From an optimization exercise on the open Yosys and OpenROAD flow, aimed at small area; shortcuts taken in it are not production practice. Where RTL was checked, it was by simulation tests only, not by an equivalence proof against the original. For run 1, only the layout was checked, not whether the RTL still works. Power and IR drop assume default switching activity.

==> flow/design.v <==
`timescale 1ns/1ps
module Delay #(
    parameter NUM_STAGES = 1,
    parameter DATA_WIDTH = 1
)(
    input  wire                  CLK,
    input  wire                  RESET_N,
    input  wire [DATA_WIDTH-1:0] DIN,
    output wire [DATA_WIDTH-1:0] DOUT
);
genvar i;
generate
if (NUM_STAGES == 0)
begin
    assign DOUT = DIN;
end
else if (NUM_STAGES > 0)
begin
    reg [NUM_STAGES*DATA_WIDTH-1:0] din_delay;
    always @(posedge CLK or negedge RESET_N)
    begin
        if(!RESET_N)
        begin
            din_delay[DATA_WIDTH-1:0] <= 0;
        end else
        begin
            din_delay[DATA_WIDTH-1:0] <= DIN;
        end
    end
    for (i=1; i<NUM_STAGES; i=i+1)
	 begin : REGISTER_STAGES
        always @(posedge CLK or negedge RESET_N )
        begin
            if(!RESET_N)
            begin
                din_delay[i*DATA_WIDTH+:DATA_WIDTH] <= 0;
            end else
            begin
                din_delay[i*DATA_WIDTH+:DATA_WIDTH] <= din_delay[(i-1)*DATA_WIDTH+:DATA_WIDTH];
            end
        end
    end
    assign DOUT = din_delay[(NUM_STAGES-1)*DATA_WIDTH+:DATA_WIDTH];
end
endgenerate
endmodule
module ADDF (
    input  a,
    input  b,
    input  c,
    output s,
    output co
);
assign {co, s} = a + b + c;
endmodule
module ADDH (
    input  a,
    input  b,
    output s,
    output co
);
assign {co, s} = a + b;
endmodule
module POPC32 (
    input  [31:0] x,
    output [4:0]  y
);
wire pc_1;
wire pc_2;
wire pc_3;
wire pc_4;
wire pc_5;
wire pc_6;
wire pc_7;
wire pc_8;
wire pc_9;
wire pc_10;
wire pc_11;
wire pc_12;
wire pc_13;
wire pc_14;
wire pc_15;
wire pc_16;
wire pc_17;
wire pc_18;
wire pc_19;
wire pc_20;
wire pc_21;
wire pc_22;
wire pc_23;
wire pc_24;
wire pc_25;
wire pc_26;
wire pc_27;
wire pc_28;
wire pc_29;
wire pc_30;
wire pc_31;
wire pc_32;
wire pc_33;
wire pc_34;
wire pc_35;
wire pc_36;
wire pc_37;
wire pc_38;
wire pc_39;
wire pc_40;
wire pc_41;
wire pc_42;
wire pc_43;
wire pc_44;
wire pc_45;
wire pc_46;
wire pc_47;
wire pc_48;
wire pc_49;
wire pc_50;
wire pc_51;
wire pc_52;
wire pc_53;
wire pc_54;
wire pc_55;
wire pc_56;
wire pc_57;
wire pc_58;
wire pc_59;
wire pc_60;
wire pc_61;
wire pc_62;
ADDF pc_f1 (.a(x[0]), .b(x[1]), .c(x[2]), .s(pc_1), .co(pc_2));
ADDF pc_f2 (.a(x[3]), .b(x[4]), .c(x[5]), .s(pc_3), .co(pc_4));
ADDF pc_f3 (.a(x[6]), .b(pc_1), .c(x[7]), .s(pc_5), .co(pc_6));
ADDF pc_f4 (.a(x[8]), .b(x[9]), .c(pc_3), .s(pc_7), .co(pc_8));
ADDF pc_f5 (.a(x[10]), .b(x[11]), .c(pc_5), .s(pc_9), .co(pc_10));
ADDF pc_f6 (.a(x[12]), .b(x[13]), .c(pc_7), .s(pc_11), .co(pc_12));
ADDF pc_f7 (.a(x[14]), .b(x[15]), .c(pc_9), .s(pc_13), .co(pc_14));
ADDF pc_f8 (.a(x[16]), .b(x[17]), .c(pc_11), .s(pc_15), .co(pc_16));
ADDF pc_f9 (.a(x[18]), .b(x[19]), .c(pc_13), .s(pc_17), .co(pc_18));
ADDF pc_f10 (.a(x[20]), .b(x[21]), .c(pc_15), .s(pc_19), .co(pc_20));
ADDF pc_f11 (.a(x[22]), .b(x[23]), .c(pc_17), .s(pc_21), .co(pc_22));
ADDF pc_f12 (.a(x[24]), .b(x[25]), .c(pc_19), .s(pc_23), .co(pc_24));
ADDF pc_f13 (.a(x[26]), .b(x[27]), .c(pc_21), .s(pc_25), .co(pc_26));
ADDF pc_f14 (.a(x[28]), .b(x[29]), .c(pc_23), .s(pc_27), .co(pc_28));
ADDF pc_f15 (.a(x[30]), .b(x[31]), .c(pc_25), .s(pc_29), .co(pc_30));
ADDH pc_h16 (.a(pc_27), .b(pc_29), .s(pc_31), .co(pc_32));
ADDF pc_f17 (.a(pc_2), .b(pc_4), .c(pc_6), .s(pc_33), .co(pc_34));
ADDF pc_f18 (.a(pc_8), .b(pc_10), .c(pc_33), .s(pc_35), .co(pc_36));
ADDF pc_f19 (.a(pc_12), .b(pc_14), .c(pc_35), .s(pc_37), .co(pc_38));
ADDF pc_f20 (.a(pc_16), .b(pc_18), .c(pc_37), .s(pc_39), .co(pc_40));
ADDF pc_f21 (.a(pc_20), .b(pc_22), .c(pc_39), .s(pc_41), .co(pc_42));
ADDF pc_f22 (.a(pc_24), .b(pc_26), .c(pc_41), .s(pc_43), .co(pc_44));
ADDF pc_f23 (.a(pc_28), .b(pc_30), .c(pc_43), .s(pc_45), .co(pc_46));
ADDH pc_h24 (.a(pc_32), .b(pc_45), .s(pc_47), .co(pc_48));
ADDF pc_f25 (.a(pc_34), .b(pc_36), .c(pc_38), .s(pc_49), .co(pc_50));
ADDF pc_f26 (.a(pc_40), .b(pc_49), .c(pc_42), .s(pc_51), .co(pc_52));
ADDF pc_f27 (.a(pc_44), .b(pc_51), .c(pc_46), .s(pc_53), .co(pc_54));
ADDH pc_h28 (.a(pc_48), .b(pc_53), .s(pc_55), .co(pc_56));
ADDF pc_f29 (.a(pc_50), .b(pc_52), .c(pc_54), .s(pc_57), .co(pc_58));
ADDH pc_h30 (.a(pc_56), .b(pc_57), .s(pc_59), .co(pc_60));
ADDH pc_h31 (.a(pc_58), .b(pc_60), .s(pc_61), .co(pc_62));
assign y = {pc_61, pc_59, pc_55, pc_47, pc_31};
endmodule
module MAC
    (
    input                                   clk     ,
    input                                   rst_n   ,
    output                                  MACMUX_Val,
    output reg [4    -1 : 0] MACMUX_Addr,
    output reg[ 32            -1 : 0] MACMUX_Psum,
    input                                   MUXMAC_Rdy,
    output                                  MACMUX_Empty,
    output                                  MACARB_ReqHelp,
    input                                   ARBMAC_Rst,
    input [ 2                       -1 : 0] PEBMAC_WeiCol,
    input [(
(8192*4*16*16/32) <= (1<<0) ? 0 : (8192*4*16*16/32) <= (1<<1) ? 1 :
(8192*4*16*16/32) <= (1<<2) ? 2 : (8192*4*16*16/32) <= (1<<3) ? 3 :
(8192*4*16*16/32) <= (1<<4) ? 4 : (8192*4*16*16/32) <= (1<<5) ? 5 :
(8192*4*16*16/32) <= (1<<6) ? 6 : (8192*4*16*16/32) <= (1<<7) ? 7 :
(8192*4*16*16/32) <= (1<<8) ? 8 : (8192*4*16*16/32) <= (1<<9) ? 9 :
(8192*4*16*16/32) <= (1<<10) ? 10 : (8192*4*16*16/32) <= (1<<11) ? 11 :
(8192*4*16*16/32) <= (1<<12) ? 12 : (8192*4*16*16/32) <= (1<<13) ? 13 :
(8192*4*16*16/32) <= (1<<14) ? 14 : (8192*4*16*16/32) <= (1<<15) ? 15 :
(8192*4*16*16/32) <= (1<<16) ? 16 : (8192*4*16*16/32) <= (1<<17) ? 17 :
(8192*4*16*16/32) <= (1<<18) ? 18 : (8192*4*16*16/32) <= (1<<19) ? 19 :
(8192*4*16*16/32) <= (1<<20) ? 20 : (8192*4*16*16/32) <= (1<<21) ? 21 :
(8192*4*16*16/32) <= (1<<22) ? 22 : (8192*4*16*16/32) <= (1<<23) ? 23 :
(8192*4*16*16/32) <= (1<<24) ? 24 : (8192*4*16*16/32) <= (1<<25) ? 25 :
(8192*4*16*16/32) <= (1<<26) ? 26 : (8192*4*16*16/32) <= (1<<27) ? 27 :
(8192*4*16*16/32) <= (1<<28) ? 28 : (8192*4*16*16/32) <= (1<<29) ? 29 :
(8192*4*16*16/32) <= (1<<30) ? 30 : (8192*4*16*16/32) <= (1<<31) ? 31 : 32)                        -1 : 0] AddrRowFlgAct,
    input [ (
(8192*4*16*16) <= (1<<0) ? 0 : (8192*4*16*16) <= (1<<1) ? 1 :
(8192*4*16*16) <= (1<<2) ? 2 : (8192*4*16*16) <= (1<<3) ? 3 :
(8192*4*16*16) <= (1<<4) ? 4 : (8192*4*16*16) <= (1<<5) ? 5 :
(8192*4*16*16) <= (1<<6) ? 6 : (8192*4*16*16) <= (1<<7) ? 7 :
(8192*4*16*16) <= (1<<8) ? 8 : (8192*4*16*16) <= (1<<9) ? 9 :
(8192*4*16*16) <= (1<<10) ? 10 : (8192*4*16*16) <= (1<<11) ? 11 :
(8192*4*16*16) <= (1<<12) ? 12 : (8192*4*16*16) <= (1<<13) ? 13 :
(8192*4*16*16) <= (1<<14) ? 14 : (8192*4*16*16) <= (1<<15) ? 15 :
(8192*4*16*16) <= (1<<16) ? 16 : (8192*4*16*16) <= (1<<17) ? 17 :
(8192*4*16*16) <= (1<<18) ? 18 : (8192*4*16*16) <= (1<<19) ? 19 :
(8192*4*16*16) <= (1<<20) ? 20 : (8192*4*16*16) <= (1<<21) ? 21 :
(8192*4*16*16) <= (1<<22) ? 22 : (8192*4*16*16) <= (1<<23) ? 23 :
(8192*4*16*16) <= (1<<24) ? 24 : (8192*4*16*16) <= (1<<25) ? 25 :
(8192*4*16*16) <= (1<<26) ? 26 : (8192*4*16*16) <= (1<<27) ? 27 :
(8192*4*16*16) <= (1<<28) ? 28 : (8192*4*16*16) <= (1<<29) ? 29 :
(8192*4*16*16) <= (1<<30) ? 30 : (8192*4*16*16) <= (1<<31) ? 31 : 32) + 6         -1 : 0] AddrRowAct,
    input [ (
(8192*4) <= (1<<0) ? 0 : (8192*4) <= (1<<1) ? 1 :
(8192*4) <= (1<<2) ? 2 : (8192*4) <= (1<<3) ? 3 :
(8192*4) <= (1<<4) ? 4 : (8192*4) <= (1<<5) ? 5 :
(8192*4) <= (1<<6) ? 6 : (8192*4) <= (1<<7) ? 7 :
(8192*4) <= (1<<8) ? 8 : (8192*4) <= (1<<9) ? 9 :
(8192*4) <= (1<<10) ? 10 : (8192*4) <= (1<<11) ? 11 :
(8192*4) <= (1<<12) ? 12 : (8192*4) <= (1<<13) ? 13 :
(8192*4) <= (1<<14) ? 14 : (8192*4) <= (1<<15) ? 15 :
(8192*4) <= (1<<16) ? 16 : (8192*4) <= (1<<17) ? 17 :
(8192*4) <= (1<<18) ? 18 : (8192*4) <= (1<<19) ? 19 :
(8192*4) <= (1<<20) ? 20 : (8192*4) <= (1<<21) ? 21 :
(8192*4) <= (1<<22) ? 22 : (8192*4) <= (1<<23) ? 23 :
(8192*4) <= (1<<24) ? 24 : (8192*4) <= (1<<25) ? 25 :
(8192*4) <= (1<<26) ? 26 : (8192*4) <= (1<<27) ? 27 :
(8192*4) <= (1<<28) ? 28 : (8192*4) <= (1<<29) ? 29 :
(8192*4) <= (1<<30) ? 30 : (8192*4) <= (1<<31) ? 31 : 32)                                    -1 : 0] AddrBlockWei,
    input [ 32            -1 : 0] MAC_FlgWei,
    input                                   MAC_FlgWei_Val,
    output                                  MAC_AddrFlgAct_Rdy,
    output reg [ (
(8192*4*16*16/32) <= (1<<0) ? 0 : (8192*4*16*16/32) <= (1<<1) ? 1 :
(8192*4*16*16/32) <= (1<<2) ? 2 : (8192*4*16*16/32) <= (1<<3) ? 3 :
(8192*4*16*16/32) <= (1<<4) ? 4 : (8192*4*16*16/32) <= (1<<5) ? 5 :
(8192*4*16*16/32) <= (1<<6) ? 6 : (8192*4*16*16/32) <= (1<<7) ? 7 :
(8192*4*16*16/32) <= (1<<8) ? 8 : (8192*4*16*16/32) <= (1<<9) ? 9 :
(8192*4*16*16/32) <= (1<<10) ? 10 : (8192*4*16*16/32) <= (1<<11) ? 11 :
(8192*4*16*16/32) <= (1<<12) ? 12 : (8192*4*16*16/32) <= (1<<13) ? 13 :
(8192*4*16*16/32) <= (1<<14) ? 14 : (8192*4*16*16/32) <= (1<<15) ? 15 :
(8192*4*16*16/32) <= (1<<16) ? 16 : (8192*4*16*16/32) <= (1<<17) ? 17 :
(8192*4*16*16/32) <= (1<<18) ? 18 : (8192*4*16*16/32) <= (1<<19) ? 19 :
(8192*4*16*16/32) <= (1<<20) ? 20 : (8192*4*16*16/32) <= (1<<21) ? 21 :
(8192*4*16*16/32) <= (1<<22) ? 22 : (8192*4*16*16/32) <= (1<<23) ? 23 :
(8192*4*16*16/32) <= (1<<24) ? 24 : (8192*4*16*16/32) <= (1<<25) ? 25 :
(8192*4*16*16/32) <= (1<<26) ? 26 : (8192*4*16*16/32) <= (1<<27) ? 27 :
(8192*4*16*16/32) <= (1<<28) ? 28 : (8192*4*16*16/32) <= (1<<29) ? 29 :
(8192*4*16*16/32) <= (1<<30) ? 30 : (8192*4*16*16/32) <= (1<<31) ? 31 : 32)-1:0] MAC_AddrFlgAct,
    input                                   MAC_FlgAct_Val,
    input [ 32            -1 : 0] MAC_FlgAct,
    output                                  MAC_AddrAct_Rdy,
    output reg[ (
(8192*4*16*16) <= (1<<0) ? 0 : (8192*4*16*16) <= (1<<1) ? 1 :
(8192*4*16*16) <= (1<<2) ? 2 : (8192*4*16*16) <= (1<<3) ? 3 :
(8192*4*16*16) <= (1<<4) ? 4 : (8192*4*16*16) <= (1<<5) ? 5 :
(8192*4*16*16) <= (1<<6) ? 6 : (8192*4*16*16) <= (1<<7) ? 7 :
(8192*4*16*16) <= (1<<8) ? 8 : (8192*4*16*16) <= (1<<9) ? 9 :
(8192*4*16*16) <= (1<<10) ? 10 : (8192*4*16*16) <= (1<<11) ? 11 :
(8192*4*16*16) <= (1<<12) ? 12 : (8192*4*16*16) <= (1<<13) ? 13 :
(8192*4*16*16) <= (1<<14) ? 14 : (8192*4*16*16) <= (1<<15) ? 15 :
(8192*4*16*16) <= (1<<16) ? 16 : (8192*4*16*16) <= (1<<17) ? 17 :
(8192*4*16*16) <= (1<<18) ? 18 : (8192*4*16*16) <= (1<<19) ? 19 :
(8192*4*16*16) <= (1<<20) ? 20 : (8192*4*16*16) <= (1<<21) ? 21 :
(8192*4*16*16) <= (1<<22) ? 22 : (8192*4*16*16) <= (1<<23) ? 23 :
(8192*4*16*16) <= (1<<24) ? 24 : (8192*4*16*16) <= (1<<25) ? 25 :
(8192*4*16*16) <= (1<<26) ? 26 : (8192*4*16*16) <= (1<<27) ? 27 :
(8192*4*16*16) <= (1<<28) ? 28 : (8192*4*16*16) <= (1<<29) ? 29 :
(8192*4*16*16) <= (1<<30) ? 30 : (8192*4*16*16) <= (1<<31) ? 31 : 32) + 6     -1 : 0] MAC_AddrAct,
    input                                   MAC_Act_Val,
    input [ 8             -1 : 0] MAC_Act,
    output                                  MAC_AddrWei_Rdy,
    output reg[ (
(8192*4) <= (1<<0) ? 0 : (8192*4) <= (1<<1) ? 1 :
(8192*4) <= (1<<2) ? 2 : (8192*4) <= (1<<3) ? 3 :
(8192*4) <= (1<<4) ? 4 : (8192*4) <= (1<<5) ? 5 :
(8192*4) <= (1<<6) ? 6 : (8192*4) <= (1<<7) ? 7 :
(8192*4) <= (1<<8) ? 8 : (8192*4) <= (1<<9) ? 9 :
(8192*4) <= (1<<10) ? 10 : (8192*4) <= (1<<11) ? 11 :
(8192*4) <= (1<<12) ? 12 : (8192*4) <= (1<<13) ? 13 :
(8192*4) <= (1<<14) ? 14 : (8192*4) <= (1<<15) ? 15 :
(8192*4) <= (1<<16) ? 16 : (8192*4) <= (1<<17) ? 17 :
(8192*4) <= (1<<18) ? 18 : (8192*4) <= (1<<19) ? 19 :
(8192*4) <= (1<<20) ? 20 : (8192*4) <= (1<<21) ? 21 :
(8192*4) <= (1<<22) ? 22 : (8192*4) <= (1<<23) ? 23 :
(8192*4) <= (1<<24) ? 24 : (8192*4) <= (1<<25) ? 25 :
(8192*4) <= (1<<26) ? 26 : (8192*4) <= (1<<27) ? 27 :
(8192*4) <= (1<<28) ? 28 : (8192*4) <= (1<<29) ? 29 :
(8192*4) <= (1<<30) ? 30 : (8192*4) <= (1<<31) ? 31 : 32)     -1 : 0] MAC_AddrWei,
    input                                   MAC_Wei_Val,
    input [ 8             -1 : 0] MAC_Wei
);
localparam IDLE    = 2'd0;
localparam WAITFLG = 2'd1;
localparam COMP    = 2'd2;
localparam WAITMUX = 2'd3;
reg  [1:0]  state;
reg  [1:0]  next_state;
reg         state_req;
reg         MAC_Empty;
reg  [1:0]  wei_col;         
reg         cnt_any;         
reg         MAC_Addr_val;
reg         fnh;             
reg         OffAct_nz;       
reg         OffWei_nz;
reg  [31:0] nActFlag, nWeiFlag;
wire [31:0] ActFlag = ~nActFlag;
wire [31:0] WeiFlag = ~nWeiFlag;
reg         MACAW_ValOffset;
reg         MAC_Fnh;
reg  [4:0]  MACAW_OffsetAct;
reg  [4:0]  MACAW_OffsetWei;
wire comp     = state == COMP;
wire data_val = MAC_Wei_Val & MAC_Act_Val;
wire en_mac   = MAC_Addr_val & data_val & ~fnh;
wire pipe     = comp & (~MAC_Addr_val | data_val);
wire MAC_FnhRow = (MACMUX_Addr == 4'd0 - {2'b00, wei_col}) & cnt_any & MAC_Fnh;
wire val_comp = cnt_any & (MACMUX_Addr != 4'd0) & (MACMUX_Addr != 4'd15);
wire done     = (~val_comp & en_mac) | ~MAC_Addr_val;
wire MAC_Sta  = (state == WAITFLG) & MAC_FlgWei_Val & MAC_FlgAct_Val;
always @(*) begin
    case (state)
        IDLE    : next_state = ARBMAC_Rst ? WAITFLG : IDLE;
        WAITFLG : next_state = (MAC_FlgWei_Val & MAC_FlgAct_Val) ? COMP : WAITFLG;
        COMP    : if (MAC_Fnh & done)
                      next_state = MAC_FnhRow ? IDLE : WAITFLG;
                  else if (MAC_Fnh & val_comp & en_mac)
                      next_state = WAITMUX;
                  else
                      next_state = COMP;
        default : next_state = MUXMAC_Rdy ? (MAC_FnhRow ? IDLE : WAITFLG) : WAITMUX;
    endcase
end
always @(posedge clk or negedge rst_n) begin
    if (!rst_n) state <= IDLE;
    else        state <= next_state;
end
assign MAC_AddrFlgAct_Rdy = state == WAITFLG;
assign MACMUX_Val   = (state == WAITMUX) & ~MUXMAC_Rdy;
assign MACMUX_Empty = state == IDLE;
wire next_state_req = state_req ? ~MAC_Empty : ARBMAC_Rst;
always @(posedge clk or negedge rst_n) begin
    if (!rst_n) state_req <= 1'b0;
    else        state_req <= next_state_req;
end
assign MACARB_ReqHelp = ~rst_n | ~next_state_req;
always @(posedge clk) begin
    MAC_Empty <= (next_state == IDLE) & (state != IDLE);
end
wire [17:0] flg_inc;
INCR #(.W(18)) u_inc_flg (.a(MAC_AddrFlgAct), .ci(MAC_Sta), .y(flg_inc));
always @(posedge clk or negedge rst_n) begin
    if (!rst_n)          MAC_AddrFlgAct <= 0;
    else if (ARBMAC_Rst) MAC_AddrFlgAct <= AddrRowFlgAct;
    else                 MAC_AddrFlgAct <= flg_inc;
end
always @(posedge clk) begin
    if (ARBMAC_Rst) begin
        wei_col <= PEBMAC_WeiCol;
        cnt_any <= 1'b0;
    end else if (MAC_Sta) begin
        cnt_any <= 1'b1;
    end
end
wire [3:0] addr_inc;
INCR #(.W(4)) u_inc_addr (.a(MACMUX_Addr), .ci(MAC_Sta), .y(addr_inc));
always @(posedge clk or negedge rst_n) begin
    if (!rst_n)          MACMUX_Addr <= 0;
    else if (ARBMAC_Rst) MACMUX_Addr <= 4'd0 - PEBMAC_WeiCol;
    else                 MACMUX_Addr <= addr_inc;
end
wire        ld_act = ARBMAC_Rst;
wire [28:0] act_sum;
ADDR5 #(.W(29)) u_add_act (
    .x  (ld_act ? AddrRowAct : MAC_AddrAct),
    .y  ({5{ld_act}} | ({5{pipe}} & MACAW_OffsetAct)),
    .yh (ld_act),
    .s  (act_sum)
);
always @(posedge clk or negedge rst_n) begin
    if (!rst_n) MAC_AddrAct <= 0;
    else        MAC_AddrAct <= act_sum;
end
wire        ld_wei = ARBMAC_Rst | MAC_Sta;
wire [14:0] wei_sum;
ADDR5 #(.W(15)) u_add_wei (
    .x  (ld_wei ? AddrBlockWei : MAC_AddrWei),
    .y  ({5{ld_wei}} | ({5{pipe}} & MACAW_OffsetWei)),
    .yh (ld_wei),
    .s  (wei_sum)
);
always @(posedge clk or negedge rst_n) begin
    if (!rst_n) MAC_AddrWei <= 0;
    else        MAC_AddrWei <= wei_sum;
end
always @(posedge clk or negedge rst_n) begin
    if (!rst_n)                     MAC_Addr_val <= 1'b0;
    else if (ARBMAC_Rst | MAC_Sta)  MAC_Addr_val <= 1'b0;
    else if (pipe)                  MAC_Addr_val <= MACAW_ValOffset;
end
always @(posedge clk) begin
    if (ARBMAC_Rst | MAC_Sta) fnh <= 1'b1;
    else if (pipe)            fnh <= MAC_Fnh;
end
always @(posedge clk) begin
    if (pipe) begin
        OffAct_nz <= |MACAW_OffsetAct;
        OffWei_nz <= |MACAW_OffsetWei;
    end
end
assign MAC_AddrAct_Rdy = MAC_Addr_val & OffAct_nz;
assign MAC_AddrWei_Rdy = MAC_Addr_val & OffWei_nz;
wire [32:0] S;
assign S[0] = 1'b0;
genvar i;
generate
    for (i = 0; i < 32; i = i + 1) begin : g_s
        assign S[i+1] = S[i] | (ActFlag[i] & WeiFlag[i]);
    end
endgenerate
wire        wf   = state == WAITFLG;
wire [31:0] keep = (S[31:0] | {32{~pipe}}) & {32{~wf}};
wire [4:0]  Offset_Act, Offset_Wei;
POPC32 u_pa (.x(ActFlag & ~S[31:0]), .y(Offset_Act));
POPC32 u_pw (.x(WeiFlag & ~S[31:0]), .y(Offset_Wei));
always @(posedge clk) begin
    nActFlag <= ~(({32{wf}} & MAC_FlgAct) | (keep & ActFlag));
    nWeiFlag <= ~(({32{wf}} & MAC_FlgWei) | (keep & WeiFlag));
end
always @(posedge clk) begin
    if (wf) begin
        MACAW_ValOffset <= 1'b0;
        MAC_Fnh         <= 1'b0;
    end else if (pipe) begin
        MACAW_ValOffset <= (|ActFlag) | (|WeiFlag);
        MAC_Fnh         <= ~S[32];
    end
end
always @(posedge clk or negedge rst_n) begin
    if (!rst_n) begin
        MACAW_OffsetAct <= 0;
        MACAW_OffsetWei <= 0;
    end else if (pipe) begin
        MACAW_OffsetAct <= Offset_Act;
        MACAW_OffsetWei <= Offset_Wei;
    end
end
wire [31:0] psum_sum;
MACC8 u_macc (
    .a (MAC_Act & {8{en_mac}}),
    .w (MAC_Wei),
    .p (MACMUX_Psum),
    .y (psum_sum)
);
always @(posedge clk or negedge rst_n) begin
    if (!rst_n) MACMUX_Psum <= 0;
    else        MACMUX_Psum <= psum_sum & {32{~MAC_Sta}};
end
endmodule
module INCR #(parameter W = 4) (
    input  [W-1:0] a,
    input          ci,
    output [W-1:0] y
);
wire [W:0] c;
assign c[0] = ci;
genvar k;
generate
    for (k = 0; k < W; k = k + 1) begin : g
        ADDH u (.a(a[k]), .b(c[k]), .s(y[k]), .co(c[k+1]));
    end
endgenerate
endmodule
module ADDR5 #(parameter W = 15) (
    input  [W-1:0] x,
    input  [4:0]   y,
    input          yh,
    output [W-1:0] s
);
wire [5:0] c;
assign c[0] = 1'b0;
genvar k;
generate
    for (k = 0; k < 5; k = k + 1) begin : g_lo
        if (k == 0)
            ADDH u (.a(x[k]), .b(y[k]), .s(s[k]), .co(c[k+1]));
        else
            ADDF u (.a(x[k]), .b(y[k]), .c(c[k]), .s(s[k]), .co(c[k+1]));
    end
endgenerate
wire [W:5] t;
assign t[5] = c[5] ^ yh;
generate
    for (k = 5; k < W; k = k + 1) begin : g_hi
        assign t[k+1] = t[k] & (x[k] ^ yh);
        assign s[k]   = x[k] ^ t[k];
    end
endgenerate
endmodule
module MACC8 (
    input  [7:0]  a,
    input  [7:0]  w,
    input  [31:0] p,
    output [31:0] y
);
wire mc_1;
wire mc_2;
wire mc_3;
wire mc_4;
wire mc_5;
wire mc_6;
wire mc_7;
wire mc_8;
wire mc_9;
wire mc_10;
wire mc_11;
wire mc_12;
wire mc_13;
wire mc_14;
wire mc_15;
wire mc_16;
wire mc_17;
wire mc_18;
wire mc_19;
wire mc_20;
wire mc_21;
wire mc_22;
wire mc_23;
wire mc_24;
wire mc_25;
wire mc_26;
wire mc_27;
wire mc_28;
wire mc_29;
wire mc_30;
wire mc_31;
wire mc_32;
wire mc_33;
wire mc_34;
wire mc_35;
wire mc_36;
wire mc_37;
wire mc_38;
wire mc_39;
wire mc_40;
wire mc_41;
wire mc_42;
wire mc_43;
wire mc_44;
wire mc_45;
wire mc_46;
wire mc_47;
wire mc_48;
wire mc_49;
wire mc_50;
wire mc_51;
wire mc_52;
wire mc_53;
wire mc_54;
wire mc_55;
wire mc_56;
wire mc_57;
wire mc_58;
wire mc_59;
wire mc_60;
wire mc_61;
wire mc_62;
wire mc_63;
wire mc_64;
wire mc_65;
wire mc_66;
wire mc_67;
wire mc_68;
wire mc_69;
wire mc_70;
wire mc_71;
wire mc_72;
wire mc_73;
wire mc_74;
wire mc_75;
wire mc_76;
wire mc_77;
wire mc_78;
wire mc_79;
wire mc_80;
wire mc_81;
wire mc_82;
wire mc_83;
wire mc_84;
wire mc_85;
wire mc_86;
wire mc_87;
wire mc_88;
wire mc_89;
wire mc_90;
wire mc_91;
wire mc_92;
wire mc_93;
wire mc_94;
wire mc_95;
wire mc_96;
wire mc_97;
wire mc_98;
wire mc_99;
wire mc_100;
wire mc_101;
wire mc_102;
wire mc_103;
wire mc_104;
wire mc_105;
wire mc_106;
wire mc_107;
wire mc_108;
wire mc_109;
wire mc_110;
wire mc_111;
wire mc_112;
wire mc_113;
wire mc_114;
wire mc_115;
wire mc_116;
wire mc_117;
wire mc_118;
wire mc_119;
wire mc_120;
wire mc_121;
wire mc_122;
wire mc_123;
wire mc_124;
wire mc_125;
wire mc_126;
wire mc_127;
wire mc_128;
wire mc_129;
wire mc_130;
wire mc_131;
wire mc_132;
wire mc_133;
wire mc_134;
wire mc_135;
wire mc_136;
wire mc_137;
wire mc_138;
wire mc_139;
wire mc_140;
wire mc_141;
wire mc_142;
wire mc_143;
wire mc_144;
wire mc_145;
wire mc_146;
wire mc_147;
wire mc_148;
wire mc_149;
wire mc_150;
wire mc_151;
wire mc_152;
wire mc_153;
wire mc_154;
wire mc_155;
wire mc_156;
wire mc_157;
wire mc_158;
wire mc_159;
wire mc_160;
wire mc_161;
wire mc_162;
wire mc_163;
wire mc_164;
wire mc_165;
wire mc_166;
wire mc_167;
wire mc_168;
wire mc_169;
wire mc_170;
wire mc_171;
wire mc_172;
wire mc_173;
wire mc_174;
wire mc_175;
wire mc_176;
wire mc_177;
wire mc_178;
wire mc_179;
wire mc_180;
wire mc_181;
wire mc_182;
wire mc_183;
wire mc_184;
wire mc_185;
wire mc_186;
wire mc_187;
wire mc_188;
wire mc_189;
wire mc_190;
wire mc_191;
wire mc_192;
wire mc_193;
wire mc_194;
wire mc_195;
wire mc_196;
wire mc_197;
wire mc_198;
wire mc_199;
wire mc_200;
wire mc_201;
wire mc_202;
wire mc_203;
wire mc_204;
wire mc_205;
wire mc_206;
wire mc_207;
wire mc_208;
wire mc_209;
wire mc_210;
wire mc_211;
wire mc_212;
wire mc_213;
wire mc_214;
wire mc_215;
wire mc_216;
wire mc_217;
wire mc_218;
wire mc_219;
wire mc_220;
wire mc_221;
wire mc_222;
wire mc_223;
wire mc_224;
wire mc_225;
wire mc_226;
wire mc_227;
wire mc_228;
wire mc_229;
wire mc_230;
wire mc_231;
assign mc_1 = a[0] & w[0];
assign mc_2 = a[0] & w[1];
assign mc_3 = a[0] & w[2];
assign mc_4 = a[0] & w[3];
assign mc_5 = a[0] & w[4];
assign mc_6 = a[0] & w[5];
assign mc_7 = a[0] & w[6];
assign mc_8 = ~(a[0] & w[7]);
assign mc_9 = a[1] & w[0];
assign mc_10 = a[1] & w[1];
assign mc_11 = a[1] & w[2];
assign mc_12 = a[1] & w[3];
assign mc_13 = a[1] & w[4];
assign mc_14 = a[1] & w[5];
assign mc_15 = a[1] & w[6];
assign mc_16 = ~(a[1] & w[7]);
assign mc_17 = a[2] & w[0];
assign mc_18 = a[2] & w[1];
assign mc_19 = a[2] & w[2];
assign mc_20 = a[2] & w[3];
assign mc_21 = a[2] & w[4];
assign mc_22 = a[2] & w[5];
assign mc_23 = a[2] & w[6];
assign mc_24 = ~(a[2] & w[7]);
assign mc_25 = a[3] & w[0];
assign mc_26 = a[3] & w[1];
assign mc_27 = a[3] & w[2];
assign mc_28 = a[3] & w[3];
assign mc_29 = a[3] & w[4];
assign mc_30 = a[3] & w[5];
assign mc_31 = a[3] & w[6];
assign mc_32 = ~(a[3] & w[7]);
assign mc_33 = a[4] & w[0];
assign mc_34 = a[4] & w[1];
assign mc_35 = a[4] & w[2];
assign mc_36 = a[4] & w[3];
assign mc_37 = a[4] & w[4];
assign mc_38 = a[4] & w[5];
assign mc_39 = a[4] & w[6];
assign mc_40 = ~(a[4] & w[7]);
assign mc_41 = a[5] & w[0];
assign mc_42 = a[5] & w[1];
assign mc_43 = a[5] & w[2];
assign mc_44 = a[5] & w[3];
assign mc_45 = a[5] & w[4];
assign mc_46 = a[5] & w[5];
assign mc_47 = a[5] & w[6];
assign mc_48 = ~(a[5] & w[7]);
assign mc_49 = a[6] & w[0];
assign mc_50 = a[6] & w[1];
assign mc_51 = a[6] & w[2];
assign mc_52 = a[6] & w[3];
assign mc_53 = a[6] & w[4];
assign mc_54 = a[6] & w[5];
assign mc_55 = a[6] & w[6];
assign mc_56 = ~(a[6] & w[7]);
assign mc_57 = ~(a[7] & w[0]);
assign mc_58 = ~(a[7] & w[1]);
assign mc_59 = ~(a[7] & w[2]);
assign mc_60 = ~(a[7] & w[3]);
assign mc_61 = ~(a[7] & w[4]);
assign mc_62 = ~(a[7] & w[5]);
assign mc_63 = ~(a[7] & w[6]);
assign mc_64 = a[7] & w[7];
ADDF mc_f1 (.a(p[1]), .b(mc_2), .c(mc_9), .s(mc_65), .co(mc_66));
ADDF mc_f2 (.a(p[2]), .b(mc_3), .c(mc_10), .s(mc_67), .co(mc_68));
ADDF mc_f3 (.a(mc_17), .b(mc_66), .c(mc_67), .s(mc_69), .co(mc_70));
ADDF mc_f4 (.a(p[3]), .b(mc_4), .c(mc_11), .s(mc_71), .co(mc_72));
ADDF mc_f5 (.a(mc_18), .b(mc_25), .c(mc_68), .s(mc_73), .co(mc_74));
ADDF mc_f6 (.a(mc_71), .b(mc_70), .c(mc_73), .s(mc_75), .co(mc_76));
ADDF mc_f7 (.a(p[4]), .b(mc_5), .c(mc_12), .s(mc_77), .co(mc_78));
ADDF mc_f8 (.a(mc_19), .b(mc_26), .c(mc_33), .s(mc_79), .co(mc_80));
ADDF mc_f9 (.a(mc_72), .b(mc_77), .c(mc_79), .s(mc_81), .co(mc_82));
ADDF mc_f10 (.a(mc_74), .b(mc_81), .c(mc_76), .s(mc_83), .co(mc_84));
ADDF mc_f11 (.a(p[5]), .b(mc_6), .c(mc_13), .s(mc_85), .co(mc_86));
ADDF mc_f12 (.a(mc_20), .b(mc_27), .c(mc_34), .s(mc_87), .co(mc_88));
ADDF mc_f13 (.a(mc_41), .b(mc_78), .c(mc_80), .s(mc_89), .co(mc_90));
ADDF mc_f14 (.a(mc_85), .b(mc_87), .c(mc_82), .s(mc_91), .co(mc_92));
ADDF mc_f15 (.a(mc_89), .b(mc_91), .c(mc_84), .s(mc_93), .co(mc_94));
ADDF mc_f16 (.a(p[6]), .b(mc_7), .c(mc_14), .s(mc_95), .co(mc_96));
ADDF mc_f17 (.a(mc_21), .b(mc_28), .c(mc_35), .s(mc_97), .co(mc_98));
ADDF mc_f18 (.a(mc_42), .b(mc_49), .c(mc_86), .s(mc_99), .co(mc_100));
ADDF mc_f19 (.a(mc_88), .b(mc_95), .c(mc_97), .s(mc_101), .co(mc_102));
ADDF mc_f20 (.a(mc_90), .b(mc_99), .c(mc_101), .s(mc_103), .co(mc_104));
ADDF mc_f21 (.a(mc_92), .b(mc_103), .c(mc_94), .s(mc_105), .co(mc_106));
ADDF mc_f22 (.a(p[7]), .b(mc_8), .c(mc_15), .s(mc_107), .co(mc_108));
ADDF mc_f23 (.a(mc_22), .b(mc_29), .c(mc_36), .s(mc_109), .co(mc_110));
ADDF mc_f24 (.a(mc_43), .b(mc_50), .c(mc_57), .s(mc_111), .co(mc_112));
ADDF mc_f25 (.a(mc_96), .b(mc_98), .c(mc_107), .s(mc_113), .co(mc_114));
ADDF mc_f26 (.a(mc_109), .b(mc_111), .c(mc_100), .s(mc_115), .co(mc_116));
ADDF mc_f27 (.a(mc_102), .b(mc_113), .c(mc_115), .s(mc_117), .co(mc_118));
ADDF mc_f28 (.a(mc_104), .b(mc_117), .c(mc_106), .s(mc_119), .co(mc_120));
assign mc_121 = ~(p[8] ^ mc_16);
assign mc_122 = p[8] | mc_16;
ADDF mc_f29 (.a(mc_23), .b(mc_30), .c(mc_37), .s(mc_123), .co(mc_124));
ADDF mc_f30 (.a(mc_44), .b(mc_51), .c(mc_58), .s(mc_125), .co(mc_126));
ADDF mc_f31 (.a(mc_108), .b(mc_110), .c(mc_112), .s(mc_127), .co(mc_128));
ADDF mc_f32 (.a(mc_121), .b(mc_123), .c(mc_125), .s(mc_129), .co(mc_130));
ADDF mc_f33 (.a(mc_114), .b(mc_127), .c(mc_129), .s(mc_131), .co(mc_132));
ADDF mc_f34 (.a(mc_116), .b(mc_131), .c(mc_118), .s(mc_133), .co(mc_134));
ADDF mc_f35 (.a(p[9]), .b(mc_24), .c(mc_31), .s(mc_135), .co(mc_136));
ADDF mc_f36 (.a(mc_38), .b(mc_45), .c(mc_52), .s(mc_137), .co(mc_138));
ADDF mc_f37 (.a(mc_59), .b(mc_122), .c(mc_124), .s(mc_139), .co(mc_140));
ADDF mc_f38 (.a(mc_126), .b(mc_135), .c(mc_137), .s(mc_141), .co(mc_142));
ADDF mc_f39 (.a(mc_128), .b(mc_130), .c(mc_139), .s(mc_143), .co(mc_144));
ADDF mc_f40 (.a(mc_141), .b(mc_132), .c(mc_143), .s(mc_145), .co(mc_146));
ADDF mc_f41 (.a(p[10]), .b(mc_32), .c(mc_39), .s(mc_147), .co(mc_148));
ADDF mc_f42 (.a(mc_46), .b(mc_53), .c(mc_60), .s(mc_149), .co(mc_150));
ADDF mc_f43 (.a(mc_136), .b(mc_138), .c(mc_147), .s(mc_151), .co(mc_152));
ADDF mc_f44 (.a(mc_149), .b(mc_140), .c(mc_142), .s(mc_153), .co(mc_154));
ADDF mc_f45 (.a(mc_151), .b(mc_144), .c(mc_153), .s(mc_155), .co(mc_156));
ADDF mc_f46 (.a(p[11]), .b(mc_40), .c(mc_47), .s(mc_157), .co(mc_158));
ADDF mc_f47 (.a(mc_54), .b(mc_61), .c(mc_148), .s(mc_159), .co(mc_160));
ADDF mc_f48 (.a(mc_150), .b(mc_157), .c(mc_152), .s(mc_161), .co(mc_162));
ADDF mc_f49 (.a(mc_159), .b(mc_154), .c(mc_161), .s(mc_163), .co(mc_164));
ADDF mc_f50 (.a(p[12]), .b(mc_48), .c(mc_55), .s(mc_165), .co(mc_166));
ADDF mc_f51 (.a(mc_62), .b(mc_158), .c(mc_165), .s(mc_167), .co(mc_168));
ADDF mc_f52 (.a(mc_160), .b(mc_167), .c(mc_162), .s(mc_169), .co(mc_170));
ADDF mc_f53 (.a(p[13]), .b(mc_56), .c(mc_63), .s(mc_171), .co(mc_172));
ADDF mc_f54 (.a(mc_166), .b(mc_171), .c(mc_168), .s(mc_173), .co(mc_174));
ADDF mc_f55 (.a(p[14]), .b(mc_64), .c(mc_172), .s(mc_175), .co(mc_176));
assign mc_177 = ~(p[15] ^ mc_176);
assign mc_178 = p[15] | mc_176;
ADDH mc_h56 (.a(mc_1), .b(p[0]), .s(mc_179), .co(mc_180));
ADDH mc_h57 (.a(mc_65), .b(mc_180), .s(mc_181), .co(mc_182));
ADDH mc_h58 (.a(mc_69), .b(mc_182), .s(mc_183), .co(mc_184));
ADDH mc_h59 (.a(mc_75), .b(mc_184), .s(mc_185), .co(mc_186));
ADDH mc_h60 (.a(mc_83), .b(mc_186), .s(mc_187), .co(mc_188));
ADDH mc_h61 (.a(mc_93), .b(mc_188), .s(mc_189), .co(mc_190));
ADDH mc_h62 (.a(mc_105), .b(mc_190), .s(mc_191), .co(mc_192));
ADDH mc_h63 (.a(mc_119), .b(mc_192), .s(mc_193), .co(mc_194));
ADDF mc_f64 (.a(mc_120), .b(mc_133), .c(mc_194), .s(mc_195), .co(mc_196));
ADDF mc_f65 (.a(mc_134), .b(mc_145), .c(mc_196), .s(mc_197), .co(mc_198));
ADDH mc_h66 (.a(mc_146), .b(mc_155), .s(mc_199), .co(mc_200));
ADDF mc_f67 (.a(mc_156), .b(mc_163), .c(mc_200), .s(mc_201), .co(mc_202));
ADDF mc_f68 (.a(mc_164), .b(mc_169), .c(mc_202), .s(mc_203), .co(mc_204));
ADDF mc_f69 (.a(mc_170), .b(mc_173), .c(mc_204), .s(mc_205), .co(mc_206));
ADDF mc_f70 (.a(mc_174), .b(mc_175), .c(mc_206), .s(mc_207), .co(mc_208));
ADDH mc_h71 (.a(mc_177), .b(mc_208), .s(mc_209), .co(mc_210));
assign mc_211 = ~(mc_146 ^ mc_155);
assign mc_212 = mc_146 | mc_155;
ADDF mc_f72 (.a(mc_156), .b(mc_163), .c(mc_212), .s(mc_213), .co(mc_214));
ADDF mc_f73 (.a(mc_164), .b(mc_169), .c(mc_214), .s(mc_215), .co(mc_216));
ADDF mc_f74 (.a(mc_170), .b(mc_173), .c(mc_216), .s(mc_217), .co(mc_218));
ADDF mc_f75 (.a(mc_174), .b(mc_175), .c(mc_218), .s(mc_219), .co(mc_220));
ADDH mc_h76 (.a(mc_177), .b(mc_220), .s(mc_221), .co(mc_222));
assign mc_223 = mc_198 ? mc_211 : mc_199;
assign mc_224 = mc_198 ? mc_213 : mc_201;
assign mc_225 = mc_198 ? mc_215 : mc_203;
assign mc_226 = mc_198 ? mc_217 : mc_205;
assign mc_227 = mc_198 ? mc_219 : mc_207;
assign mc_228 = mc_198 ? mc_221 : mc_209;
assign mc_229 = mc_198 ? mc_222 : mc_210;
assign mc_230 = mc_178 & mc_229;
assign mc_231 = ~(mc_178 | mc_229);
wire [16:0] ones, zeros;
assign ones[0] = 1'b1;
assign zeros[0] = 1'b1;
genvar k;
generate for (k = 0; k < 16; k = k + 1) begin : g_hi
    assign ones[k+1]  = ones[k] & p[16+k];
    assign zeros[k+1] = zeros[k] & ~p[16+k];
    assign y[16+k] = p[16+k] ^ ((mc_230 & ones[k]) | (mc_231 & zeros[k]));
end endgenerate
assign y[15:0] = {mc_228, mc_227, mc_226, mc_225, mc_224, mc_223, mc_197, mc_195, mc_193, mc_191, mc_189, mc_187, mc_185, mc_183, mc_181, mc_179};
endmodule
==> flow/flow/run.sh <==
#!/bin/bash
# Layout flow: the standard flow (standard.sh), with two changes.
# 1. After the standard synthesis, the combinational logic of the netlist is
#    mapped again by ABC for area (amap, twice). Registers, full and half adders and
#    tie cells are kept as they are (same instances, names and cell types).
#    The new netlist is proven equivalent to the standard one with Yosys
#    (equiv_make / equiv_simple / equiv_induct); if that proof fails the
#    standard netlist is kept.
# 2. Port buffers are buf_1 cells; clock tree: clkbuf_8, no dummy loads;
#    after synthesis the buffers buf_4 and larger are not used (smaller
#    buffers instead), on top of the platform's own dont-use list.
# Each tool writes its full output to a log_*.log file in this folder.
set -euo pipefail
export BUFFER_PORTS_ARGS="-buffer_cell sky130_fd_sc_hd__buf_1"
export CTS_ARGS="-sink_clustering_enable -repair_clock_nets -buf_list sky130_fd_sc_hd__clkbuf_8 -dont_use_dummy_load"
YOSYS=$FLOW_HOME/../tools/install/yosys/bin/yosys
R=orfs/results/$FLOW_PLATFORM/MAC/base
LIB=$FLOW_HOME/platforms/$FLOW_PLATFORM/lib/sky130_fd_sc_hd__tt_025C_1v80.lib

bash standard.sh synth > log_1_standard_synth.log 2>&1
cp $R/1_2_yosys.v flow_standard.v

KEEP=$(grep -o 'sky130_fd_sc_hd__\(fa\|ha\|df\|edf\|sdf\|dl\|conb\)[a-z0-9_]*' flow_standard.v | sort -u | tr '\n' ' ')
DONT=$(grep -o 'cell *( *"\?sky130_fd_sc_hd__\(lpflow\|probe\)[a-z0-9_]*' $LIB | sed 's/.*(\s*"\?//' | sort -u | sed 's/^/-dont_use /' | tr '\n' ' ')
printf 'strash\ndch -f\namap\nstrash\ndch -f\namap\n' > remap.abc
cat > remap.ys <<EOF
read_liberty -ignore_miss_func $LIB
read_verilog flow_standard.v
hierarchy -top $FLOW_TOP
setattr -mod -set keep_hierarchy 1 $KEEP
flatten
opt_clean
abc -liberty $LIB -script remap.abc $DONT
opt_clean -purge
hilomap -singleton -hicell sky130_fd_sc_hd__conb_1 HI -locell sky130_fd_sc_hd__conb_1 LO
insbuf -buf sky130_fd_sc_hd__buf_1 A X
splitnets
opt_clean -purge
stat -liberty $LIB
write_verilog -noattr -noexpr -nohex -nodec -selected flow_remap_all.v
EOF
$YOSYS -l log_2_remap.log -q -s remap.ys > /dev/null 2>&1
awk -v top="$FLOW_TOP" '$1=="module" && $2 ~ "^"top"[ (]*" {on=1} on {print} on && /^endmodule/ {on=0}' flow_remap_all.v > flow_remap.v

cat > equiv.ys <<EOF
read_liberty -ignore_miss_func $LIB
read_verilog flow_standard.v
rename $FLOW_TOP gold
read_verilog flow_remap.v
rename $FLOW_TOP gate
flatten gold gate
async2sync
opt_clean
equiv_make gold gate equiv
equiv_simple -undef
equiv_induct -undef
equiv_status -assert
EOF
if $YOSYS -l log_3_equiv.log -q -s equiv.ys > /dev/null 2>&1; then
  echo "remapped netlist proven equivalent; using it"
  cp flow_remap.v $R/1_2_yosys.v
else
  echo "equivalence proof failed; keeping the standard netlist"
fi
touch $R/1_2_yosys.v
bash standard.sh synth > log_4_synth_odb.log 2>&1
PLAT_DONT=$(sed -n '/^export DONT_USE_CELLS/,/^#/p' $FLOW_HOME/platforms/$FLOW_PLATFORM/config.mk | grep -o 'sky130_fd_sc_hd__[a-z0-9_]*' | tr '\n' ' ')
MORE="sky130_fd_sc_hd__buf_4 sky130_fd_sc_hd__buf_6 sky130_fd_sc_hd__buf_8 sky130_fd_sc_hd__buf_12 sky130_fd_sc_hd__buf_16 sky130_fd_sc_hd__bufbuf_8 sky130_fd_sc_hd__bufbuf_16"
bash standard.sh "DONT_USE_CELLS=$PLAT_DONT $MORE" finish > log_5_finish.log 2>&1
==> flow/standard.sh <==
#!/bin/bash
# synth_recipe.tcl (not shown) runs the flow's synth.tcl, then flattens the netlist and writes it again
# the make line also repeats each setting of config.mk as NAME=value (left out here)
make -C /OpenROAD-flow-scripts/flow DESIGN_CONFIG=/design/flow/config.mk WORK_HOME=/design/flow/orfs CLKGATE_MAP_FILE= SYNTH_SCRIPT=/design/flow/synth_recipe.tcl "${@:-finish}"
==> flow/config.mk <==
export PLATFORM = sky130hd
export DESIGN_NAME = MAC
export DESIGN_NICKNAME = MAC
export VERILOG_FILES = /design/flow/design.v
export SDC_FILE = /design/flow/constraint.sdc
export NUM_CORES = 4
export LEC_CHECK = 0
export ABC_AREA = 1
export CAP_MARGIN = 20
export CORE_MARGIN = 2
export CORE_UTILIZATION = 40
export CTS_BUF_LIST = sky130_fd_sc_hd__clkbuf_8
export PLACE_DENSITY = 0.6
export SLEW_MARGIN = 20
export SYNTH_HIERARCHICAL = 1
export SYNTH_MINIMUM_KEEP_SIZE = 0
==> flow/constraint.sdc <==
create_clock -name core_clock -period 9.0 [get_ports {clk}]
set_input_delay 1.8000 -clock core_clock [delete_from_list [all_inputs] [get_ports {clk}]]
set_output_delay 1.8000 -clock core_clock [all_outputs]
set_load 0.01 [all_outputs]
==> impl_metrics.tcl, run 1 <==
set metrics [dict create \
    die_y_um 176 \
    cp_slowest_stage_delay_ns 0.47 \
    drt-total-wl_um 31300 \
    antenna_found_initial 0 \
    syn_nets 1620 \
    numPortBuffers 255 \
    initial_utilization_pct 40.9 \
    r2r_slack_ns 0.85 \
    setup_viol 0 \
    cp_common_cell "nand2_1" \
    synth_cells 1291 \
    critPathLaunchType "input port" \
    rr_worst_depth 35 \
    grt_pass1_vias 9549 \
    cts.sinks 185 \
    drt_pass1_iterations 6 \
    rows 62 \
    hold_path_class "flip-flop to flip-flop" \
    vdd_drop_max_mv 0.184 \
    grt_pass1_wl_um 49400 \
    cts-root-buf "clkbuf_8" \
    drive_above_1_share_pct 3.96 \
    fill_cells 2893 \
    grt_max_degree 47 \
    layout.nets 1845 \
    ant_nets 0 \
    dp_cells 1876 \
    dieArea_mm2 0.0310 \
    crit_path_end_kind "flip-flop" \
    drc 0 \
    run_status "complete, no violations" \
    worstPathRequired_ns 9.38 \
    syn_area_per_cell_um2 9.17 \
    via_count 9832 \
    syn_area_mm2 0.0118 \
    path_clk_slew_ns 0.10 \
    powerDensity_mw_per_mm2 343 \
    drt_iter0_markers 643 \
    cts_tree "built" \
    crit_arrival_ns 8.94 \
    tightest_slew_ns 1.06 \
    p_leak_nw 5.62 \
    fin_crit_sh_pct 95.1 \
    syn2layout_area_growth_pct 13.5 \
    maxSlewViolCount 0 \
    insertion_delay_ns 0.47 \
    r2r_start "nActFlag[0]$_DFF_P_" \
    core_mm2 0.0289 \
    r2r-end "MACAW_OffsetAct[4]$_DFFE_PN0P_" \
    hold_viol_final 0 \
    fmax_ghz 0.117 \
    cts_made_buffers 17 \
    htreeDepth 4 \
    viasPerCell 5.18 \
    clk_path_buf_depth 2 \
    place.gp.congestion 0.900 \
    cp-startpoint "MAC_Act_Val" \
    clock-skew-final_ns 0.0226 \
    dpl.hpwl_um 24800 \
    critPathMaxFanout 7 \
    io_pins 256 \
    final_cells 1898 \
    grt_usage_pct 20.4 \
    critPathKind "input port to flip-flop" \
    critPathSlowestCell "fa_1" \
    gr-total-overflow 0 \
    finalPower_mw 4.60 \
    finalCriticalPeriod_ns 8.56 \
    ys_warn_count 7 \
    post_drt_wl_per_cell_um 16.5 \
    maxCapViolCount 0 \
    cp-endpoint "MACMUX_Psum[30]$_DFF_PN0_" \
    holdBufCountCts 0 \
    die_w_um 176 \
    slew_headroom_pct 29.2 \
    diodes 0 \
]
layout by cell type, fill, tap and decap left out, types with 31 or more instances in the layout:
master / count
fa_1: 124
a21oi_1: 89
ha_1: 52
clkinv_1: 98
dfxtp_1: 69
o22ai_1: 31
nor2_1: 285
nand2_1: 55
o21ai_0: 84
dfrtp_1: 112
buf_1: 275
area by class of cell:
type | count | area (um^2) | share of cell area, %
clock buffer | 17 | 234 | 1.74
tap | 384 | 480 | 3.58
timing repair buffer | 304 | 1180 | 8.79
inverter | 100 | 375 | 2.80
multi-input combinational | 908 | 6850 | 51.0
sequential | 185 | 4300 | 32.1
where the power goes:
part	switching, mW	total (mW)	internal, mW
Sequential	0.269	1.40	1.13
Clock	0.275	0.443	0.168
Combinational	1.59	2.76	1.18
through the flow:
stage	hold WS [ns]	instance area, um^2	TNS (ns)	util (%)	worst slack [ns]
floorplan	0.414	11800	0	-	0.00997
global placement	0.436	13100	-0.159	45.4	-0.0871
detailed placement	0.443	13100	-0.441	45.4	-0.226
CTS	0.457	13400	0	46.2	0.273
global route	0.476	13400	-0.0488	46.4	-0.0463
finish	0.457	13400	0	46.4	0.439
worst max-delay path: cells and delay by family:
kind            cells  cell delay [ns]
compound gates      1             0.17
fa+ha+maj          11             3.84
buf+inv             5             0.55
simple gates       20             2.57
state kept, by name, indices dropped and copies added, names as in the netlist, 2 cells and up:
name,cells
MACAW_OffsetAct,5
MACAW_OffsetWei,5
MACMUX_Addr,4
MACMUX_Psum,32
MAC_AddrAct,29
MAC_AddrFlgAct,18
MAC_AddrWei,15
nActFlag,32
nWeiFlag,32
state,2
wei_col,2
layer usage:
layer | track usage, % | wire length [um] | vias to the layer above | share of wire [%]
li1 | - | - | 4777 | -
met1 | 28.4 | 14200 | 4720 | 45
met2 | 33.4 | 15000 | 298 | 48
met3 | 3.01 | 1450 | 37 | 4.6
met4 | 5.92 | 646 | 0 | 2.1
met5 | 0 | 0 | - | 0
worst min path at each step:
stage                           start             endpoint  cells after the start
CTS                 MAC_Empty$_DFF_P_  state_req$_DFF_PN0_                      1
floorplan           MAC_Empty$_DFF_P_  state_req$_DFF_PN0_                      1
finish              MAC_Empty$_DFF_P_  state_req$_DFF_PN0_                      1
global placement    MAC_Empty$_DFF_P_  state_req$_DFF_PN0_                      1
detailed placement  MAC_Empty$_DFF_P_  state_req$_DFF_PN0_                      1
global route        MAC_Empty$_DFF_P_  state_req$_DFF_PN0_                      1
what timing repair did:
action / 4_1_cts / 5_1_grt
setup buffers: 0 / 5
setup endpoints to repair: 0 / 6
resized for setup: 0 / 11
==> run 2, diff against run 1 <==
--- a/flow/design.v
+++ b/flow/design.v
@@ -730,5 +730,2 @@
 wire mc_228;
-wire mc_229;
-wire mc_230;
-wire mc_231;
 assign mc_1 = a[0] & w[0];
@@ -866,4 +863,4 @@
 ADDF mc_f65 (.a(mc_134), .b(mc_145), .c(mc_196), .s(mc_197), .co(mc_198));
-ADDH mc_h66 (.a(mc_146), .b(mc_155), .s(mc_199), .co(mc_200));
-ADDF mc_f67 (.a(mc_156), .b(mc_163), .c(mc_200), .s(mc_201), .co(mc_202));
+ADDF mc_f66 (.a(mc_146), .b(mc_155), .c(mc_198), .s(mc_199), .co(mc_200));
+ADDH mc_h67 (.a(mc_156), .b(mc_163), .s(mc_201), .co(mc_202));
 ADDF mc_f68 (.a(mc_164), .b(mc_169), .c(mc_202), .s(mc_203), .co(mc_204));
@@ -872,18 +869,16 @@
 ADDH mc_h71 (.a(mc_177), .b(mc_208), .s(mc_209), .co(mc_210));
-assign mc_211 = ~(mc_146 ^ mc_155);
-assign mc_212 = mc_146 | mc_155;
-ADDF mc_f72 (.a(mc_156), .b(mc_163), .c(mc_212), .s(mc_213), .co(mc_214));
-ADDF mc_f73 (.a(mc_164), .b(mc_169), .c(mc_214), .s(mc_215), .co(mc_216));
-ADDF mc_f74 (.a(mc_170), .b(mc_173), .c(mc_216), .s(mc_217), .co(mc_218));
-ADDF mc_f75 (.a(mc_174), .b(mc_175), .c(mc_218), .s(mc_219), .co(mc_220));
-ADDH mc_h76 (.a(mc_177), .b(mc_220), .s(mc_221), .co(mc_222));
-assign mc_223 = mc_198 ? mc_211 : mc_199;
-assign mc_224 = mc_198 ? mc_213 : mc_201;
-assign mc_225 = mc_198 ? mc_215 : mc_203;
-assign mc_226 = mc_198 ? mc_217 : mc_205;
-assign mc_227 = mc_198 ? mc_219 : mc_207;
-assign mc_228 = mc_198 ? mc_221 : mc_209;
-assign mc_229 = mc_198 ? mc_222 : mc_210;
-assign mc_230 = mc_178 & mc_229;
-assign mc_231 = ~(mc_178 | mc_229);
+assign mc_211 = ~(mc_156 ^ mc_163);
+assign mc_212 = mc_156 | mc_163;
+ADDF mc_f72 (.a(mc_164), .b(mc_169), .c(mc_212), .s(mc_213), .co(mc_214));
+ADDF mc_f73 (.a(mc_170), .b(mc_173), .c(mc_214), .s(mc_215), .co(mc_216));
+ADDF mc_f74 (.a(mc_174), .b(mc_175), .c(mc_216), .s(mc_217), .co(mc_218));
+ADDH mc_h75 (.a(mc_177), .b(mc_218), .s(mc_219), .co(mc_220));
+assign mc_221 = mc_200 ? mc_211 : mc_201;
+assign mc_222 = mc_200 ? mc_213 : mc_203;
+assign mc_223 = mc_200 ? mc_215 : mc_205;
+assign mc_224 = mc_200 ? mc_217 : mc_207;
+assign mc_225 = mc_200 ? mc_219 : mc_209;
+assign mc_226 = mc_200 ? mc_220 : mc_210;
+assign mc_227 = mc_178 & mc_226;
+assign mc_228 = ~(mc_178 | mc_226);
 wire [16:0] ones, zeros;
@@ -895,5 +890,5 @@
     assign zeros[k+1] = zeros[k] & ~p[16+k];
-    assign y[16+k] = p[16+k] ^ ((mc_230 & ones[k]) | (mc_231 & zeros[k]));
+    assign y[16+k] = p[16+k] ^ ((mc_227 & ones[k]) | (mc_228 & zeros[k]));
 end endgenerate
-assign y[15:0] = {mc_228, mc_227, mc_226, mc_225, mc_224, mc_223, mc_197, mc_195, mc_193, mc_191, mc_189, mc_187, mc_185, mc_183, mc_181, mc_179};
+assign y[15:0] = {mc_225, mc_224, mc_223, mc_222, mc_221, mc_199, mc_197, mc_195, mc_193, mc_191, mc_189, mc_187, mc_185, mc_183, mc_181, mc_179};
 endmodule
--- a/flow/config.mk
+++ b/flow/config.mk
@@ -12,3 +12,3 @@
 export CTS_BUF_LIST = sky130_fd_sc_hd__clkbuf_8
-export PLACE_DENSITY = 0.6
+export PLACE_DENSITY = 0.5
 export SLEW_MARGIN = 20
==> impl_metrics.tcl, run 2 <==
set metrics [dict create \
    run_status "complete, no violations" \
    viasPerCell 5.11 \
    hold_path_class "flip-flop to flip-flop" \
    fin_hold_ws_ns 0.453 \
    drive_above_1_share_pct 4.58 \
    fin_util_pct 46.6 \
    design_area_mm2 0.0134 \
    drt-total-wl_um 31500 \
    hold_viol_final 0 \
    die_w_um 176 \
    slew_headroom_pct 36.1 \
    cts.sinks 185 \
    clk_path_buf_depth 2 \
    grt_pass1_vias 9605 \
    grt_pass1_wl_um 50600 \
    placed_area_mm2 0.0132 \
    timing.final.ws_setup_ns 0.390 \
    cts-root-buf "clkbuf_8" \
    io_pins 256 \
    grt.met2_usage_pct 35.4 \
    holdBufCountCts 0 \
    mostFrequentLayoutCell "buf_1" \
    cts_made_buffers 17 \
    top_usage_layer "met2" \
    drt_pass1_iterations 7 \
    insertion_delay_ns 0.47 \
    final_cells 1892 \
    critPathLaunchType "input port" \
    met1_usage_pct 27.8 \
    post-place-ws_ns -0.121 \
    maxCapViolCount 0 \
    critPathBufInv 2 \
    initial_utilization_pct 40.9 \
    setup_viol 0 \
    fill_cells 2927 \
    cts_tree "built" \
    path_clk_slew_ns 0.10 \
    final_cell_mix "278 x buf_1, 274 x nor2_1, 119 x fa_1" \
    crit_arrival_ns 8.99 \
    critPathSlowestCell "fa_1" \
    drc 0 \
    tightest_slew_ns 0.959 \
    via_count 9669 \
    fmax_ghz 0.116 \
    syn2layout_area_growth_pct 14.0 \
    p_leak_nw 5.60 \
    fin_crit_sh_pct 95.7 \
    cp_slowest_stage_delay_ns 0.44 \
    gr-total-overflow 0 \
    numPortBuffers 255 \
    cpLargestDelayFamily "adder cells" \
    vdd_drop_max_mv 0.191 \
    htreeDepth 4 \
    clock-skew-final_ns 0.0311 \
    place.gp.congestion 0.886 \
    post_drt_wl_per_cell_um 16.6 \
    grt_usage_pct 20.9 \
    dp_cells 1873 \
    rows 62 \
    syn_area_per_cell_um2 9.20 \
    ant_nets 0 \
    worstPathRequired_ns 9.38 \
    dpl.hpwl_um 25000 \
    finalPower_mw 4.74 \
    maxSlewViolCount 0 \
    grt_max_degree 53 \
    syn_nets 1610 \
    reg.largest.list "MACMUX_Psum x32, nActFlag x32, nWeiFlag x32" \
    drt_iter0_markers 480 \
    die_y_um 176 \
    rsz0062_at_grt "no" \
    finalCriticalPeriod_ns 8.61 \
    crit_path_end_kind "flip-flop" \
    synth_cells 1282 \
    powerDensity_mw_per_mm2 352 \
    dieArea_mm2 0.0309 \
    critPathKind "input port to flip-flop" \
    ys_warn_count 7 \
    cp_common_cell "nand2_1" \
    critPathMaxFanout 4 \
    layout.nets 1837 \
    antenna_found_initial 2 \
    core_mm2 0.0289 \
    setup-tns-final_ns 0 \
    grt_use_met3_pct 3.79 \
    syn_area_mm2 0.0118 \
]
## run 2: changes by cell type in the layout (fill, tap and decap cells not counted), moves of 3 or more
cell	previous run	this run
buf_1	275	278
nor2b_1	15	18
a21oi_1	89	83
clkinv_1	98	89
nor2_2	3	8
nand2_1	55	60
nor2_1	285	274
o21ai_0	84	92
fa_2	1	5
nor3_1	16	10
o22ai_1	31	34
a311oi_1	6	2
fa_1	124	119
## run 2: routing by layer
| layer | wire (um) | vias up |
|---|---|---|
| met5 | 10 | - |
| li1 | - | 4753 |
| met4 | 467 | 2 |
| met1 | 14200 | 4653 |
| met3 | 1430 | 33 |
| met2 | 15400 | 228 |
## run 2: layout make-up
type	count	area [um^2]	area share [%]
Antenna cell	1	2.50	0.0186
Clock buffer	17	234	1.74
Inverter	90	338	2.51
Multi-Input combinational cell	909	6890	51.2
Sequential cell	185	4300	32.0
Tap cell	384	480	3.57
Timing Repair Buffer	306	1190	8.89
## run 2: worst paths after layout
| path | from | to | slack [ns] | cells past startpoint |
|---|---|---|---|---|
| min in group asynchronous | rst_n | MAC_AddrFlgAct[13]$_DFF_PN0_ | 1.26 | 1 |
| max reg2reg | nActFlag[0]$_DFF_P_ | MACAW_OffsetWei[4]$_DFFE_PN0P_ | 0.85 | 34 |
| max | MAC_Act_Val | MACMUX_Psum[30]$_DFF_PN0_ | 0.39 | 33 |
| min | MAC_Empty$_DFF_P_ | state_req$_DFF_PN0_ | 0.45 | 1 |
| max in group asynchronous | rst_n | MAC_AddrAct[20]$_DFF_PN0_ | 5.75 | 3 |
| min reg2reg | MAC_Empty$_DFF_P_ | state_req$_DFF_PN0_ | 0.45 | 1 |
## run 2: report_power, final
| group | internal (mW) | switching, mW | total, mW |
|---|---|---|---|
| Clock | 0.168 | 0.275 | 0.443 |
| Sequential | 1.14 | 0.295 | 1.43 |
| Combinational | 1.23 | 1.63 | 2.86 |
## run 2: repair_timing
item	4_1_cts	5_1_grt
endpoints found under the setup margin	0	6
setup buffers	0	1
endpoints found under the hold margin	0	0
resized for setup	0	10
## run 2: worst register-to-register path: cells and delay by family, from the launching register on
| kind | cells | cell delay, ns |
|---|---|---|
| fa+ha+maj | 7 | 2.63 |
| flops | 1 | 0.45 |
| simple gates | 12 | 2.06 |
| compound gates | 15 | 2.82 |
==> run 3, diff against run 2 <==
--- a/flow/config.mk
+++ b/flow/config.mk
@@ -12,3 +12,3 @@
 export CTS_BUF_LIST = sky130_fd_sc_hd__clkbuf_8
-export PLACE_DENSITY = 0.5
+export PLACE_DENSITY = 0.8
 export SLEW_MARGIN = 20
==> impl_metrics.tcl, run 3 <==
set metrics [dict create \
    run_status "complete, no violations" \
    vdd_drop_max_mv 0.250 \
    tightest_slew_ns 0.948 \
    crit_path_end_kind "flip-flop" \
    worstPathRequired_ns 9.36 \
    drt_pass1_iterations 7 \
    ant_nets 0 \
    holdBufCountCts 0 \
    hold_path_class "flip-flop to flip-flop" \
    cp_common_cell "nand2_1" \
    critPathMaxFanout 5 \
    powerDensity_mw_per_mm2 356 \
    p_leak_nw 5.55 \
    antenna_found_initial 1 \
    clock-skew-final_ns 0.0451 \
    maxSlewViolCount 0 \
    fin_crit_sh_pct 95.3 \
    critPathSlowestCell "fa_1" \
    drive_above_1_share_pct 3.63 \
    rows 62 \
    path_clk_slew_ns 0.08 \
    fill_cells 2788 \
    finalPower_mw 4.75 \
    initial_utilization_pct 40.9 \
    post_cts_buffers 0 \
    cts_tree "built" \
    post_drt_wl_per_cell_um 17.2 \
    cts-root-buf "clkbuf_8" \
    rsz0062_at_grt "no" \
    die_w_um 176 \
    diodes 0 \
    setup_viol 0 \
    cp_slowest_stage_delay_ns 0.44 \
    cts_resized 0 \
    numPortBuffers 255 \
    cts.sinks 185 \
    fmax_ghz 0.117 \
    drc 0 \
    crit_arrival_ns 8.94 \
    hold_viol_final 0 \
    slew_headroom_pct 36.8 \
    critPathKind "input port to flip-flop" \
    dpl.hpwl_um 25700 \
    core_mm2 0.0289 \
    cts_made_buffers 17 \
    drt-total-wl_um 32100 \
    syn_nets 1610 \
    dieArea_mm2 0.0309 \
    finalCriticalPeriod_ns 8.57 \
    insertion_delay_ns 0.48 \
    io_pins 256 \
    grt_pass1_wl_um 51300 \
    drt_iter0_markers 651 \
    gr-total-overflow 0 \
    grt_pass1_vias 10200 \
    synth_cells 1282 \
    syn_area_per_cell_um2 9.20 \
    htreeDepth 4 \
    maxCapViolCount 0 \
    via_count 10000 \
    critPathLaunchType "input port" \
    fin_hold_ws_ns 0.438 \
    reg.largest.list "MACMUX_Psum x32, nActFlag x32, nWeiFlag x32" \
    ys_warn_count 7 \
    layout.nets 1818 \
    grt_usage_pct 21.2 \
    place.gp.congestion 0.960 \
    syn2layout_area_growth_pct 13.1 \
    grt_max_degree 57 \
    viasPerCell 5.34 \
    die_y_um 176 \
    syn_area_mm2 0.0118 \
    final_cell_mix "274 x nor2_1, 274 x buf_1, 119 x fa_1" \
    clk_path_buf_depth 2 \
]
[run 3: stage by stage]
stage | worst slack (ns) | TNS, ns | cell area (um^2) | util [%] | instances
2_1_floorplan | 0.0344 | 0 | 11900 | - | 1282
3_3_place_gp | 0.0565 | 0 | 13100 | 45.3 | 1855
3_5_place_dp | -0.0636 | -0.101 | 13100 | 45.3 | 1855
4_1_cts | 0.419 | 0 | 13300 | 46.1 | 1872
5_1_grt | 0.0245 | 0 | 13300 | 46.2 | 1872
6_report | 0.427 | 0 | 13300 | 46.2 | 1872
[run 3: critical path, delay by kind of cell]
kind | cells | cell delay [ns]
buffers and inverters | 2 | 0.15
AND/OR/NAND/NOR | 16 | 2.26
adder cells (fa/ha/maj) | 12 | 4.26
AO/OA/AOI/OAI | 3 | 0.44
[run 3: area by class of cell]
cell class / count / area, um^2 / area share [%]
multi-input cells: 909 / 6890 / 51.6
well taps: 384 / 480 / 3.60
flip-flops and latches: 185 / 4300 / 32.3
clock buffers: 17 / 234 / 1.75
repair buffers: 287 / 1100 / 8.22
inverters: 90 / 338 / 2.53
[run 3: path summary, 6_finish.rpt]
check / startpoint / end / slack, ns / depth (start not counted)
hold reg to reg: MAC_Empty$_DFF_P_ / state_req$_DFF_PN0_ / 0.44 / 1
max in group asynchronous: rst_n / MACMUX_Addr[0]$_DFF_PN0_ / 5.64 / 3
hold / removal: MAC_Empty$_DFF_P_ / state_req$_DFF_PN0_ / 0.44 / 1
min in group asynchronous: rst_n / MAC_AddrWei[11]$_DFF_PN0_ / 1.28 / 1
setup reg to reg: nWeiFlag[0]$_DFF_P_ / MACAW_OffsetWei[4]$_DFFE_PN0P_ / 0.73 / 34
setup / recovery: MAC_Act_Val / MACMUX_Psum[30]$_DFF_PN0_ / 0.43 / 33
[run 3: power breakdown]
group          leakage, nW  internal [mW]  switching, mW  total, mW
clock                0.122          0.168          0.270      0.438
sequential            1.98           1.14          0.307       1.44
combinational         3.44           1.22           1.64       2.86
total                 5.55           2.53           2.22       4.75
[run 3: per-layer routing]
layer  vias up  track usage (%)  share of wire [%]
met5         -                0              0.040
met4         2             5.89                1.9
met3        50             5.04                7.4
met2       396             36.0                 49
met1      4831             27.1                 42
li1       4721                -                  -

==> re-timing with driven ports <==
The results above use ideal ports. As a check the final layouts listed here were re-extracted and re-timed, cells and wires unchanged.
Step 1 assumes that a clkbuf_16 drives the clock port and a buf_2 every other input.
Step 2 also shifts input and output timing later by t, the mid clock arrival at the registers, as if the neighbouring blocks saw the same clock.
Three values: ideal ports, drivers, drivers and shift; two values: the first two.
| run | shift t [ns] | setup slack, ns |
|---|---|---|
| run 1 | 0.504 | 0.439 / 0.462 / -0.042 |
| run 2 | 0.498 | 0.390 / 0.413 / -0.085 |
| run 3 | 0.503 | 0.427 / 0.444 / -0.059 |
With both steps, setup timing fails in every run listed, where it was met with ideal ports.
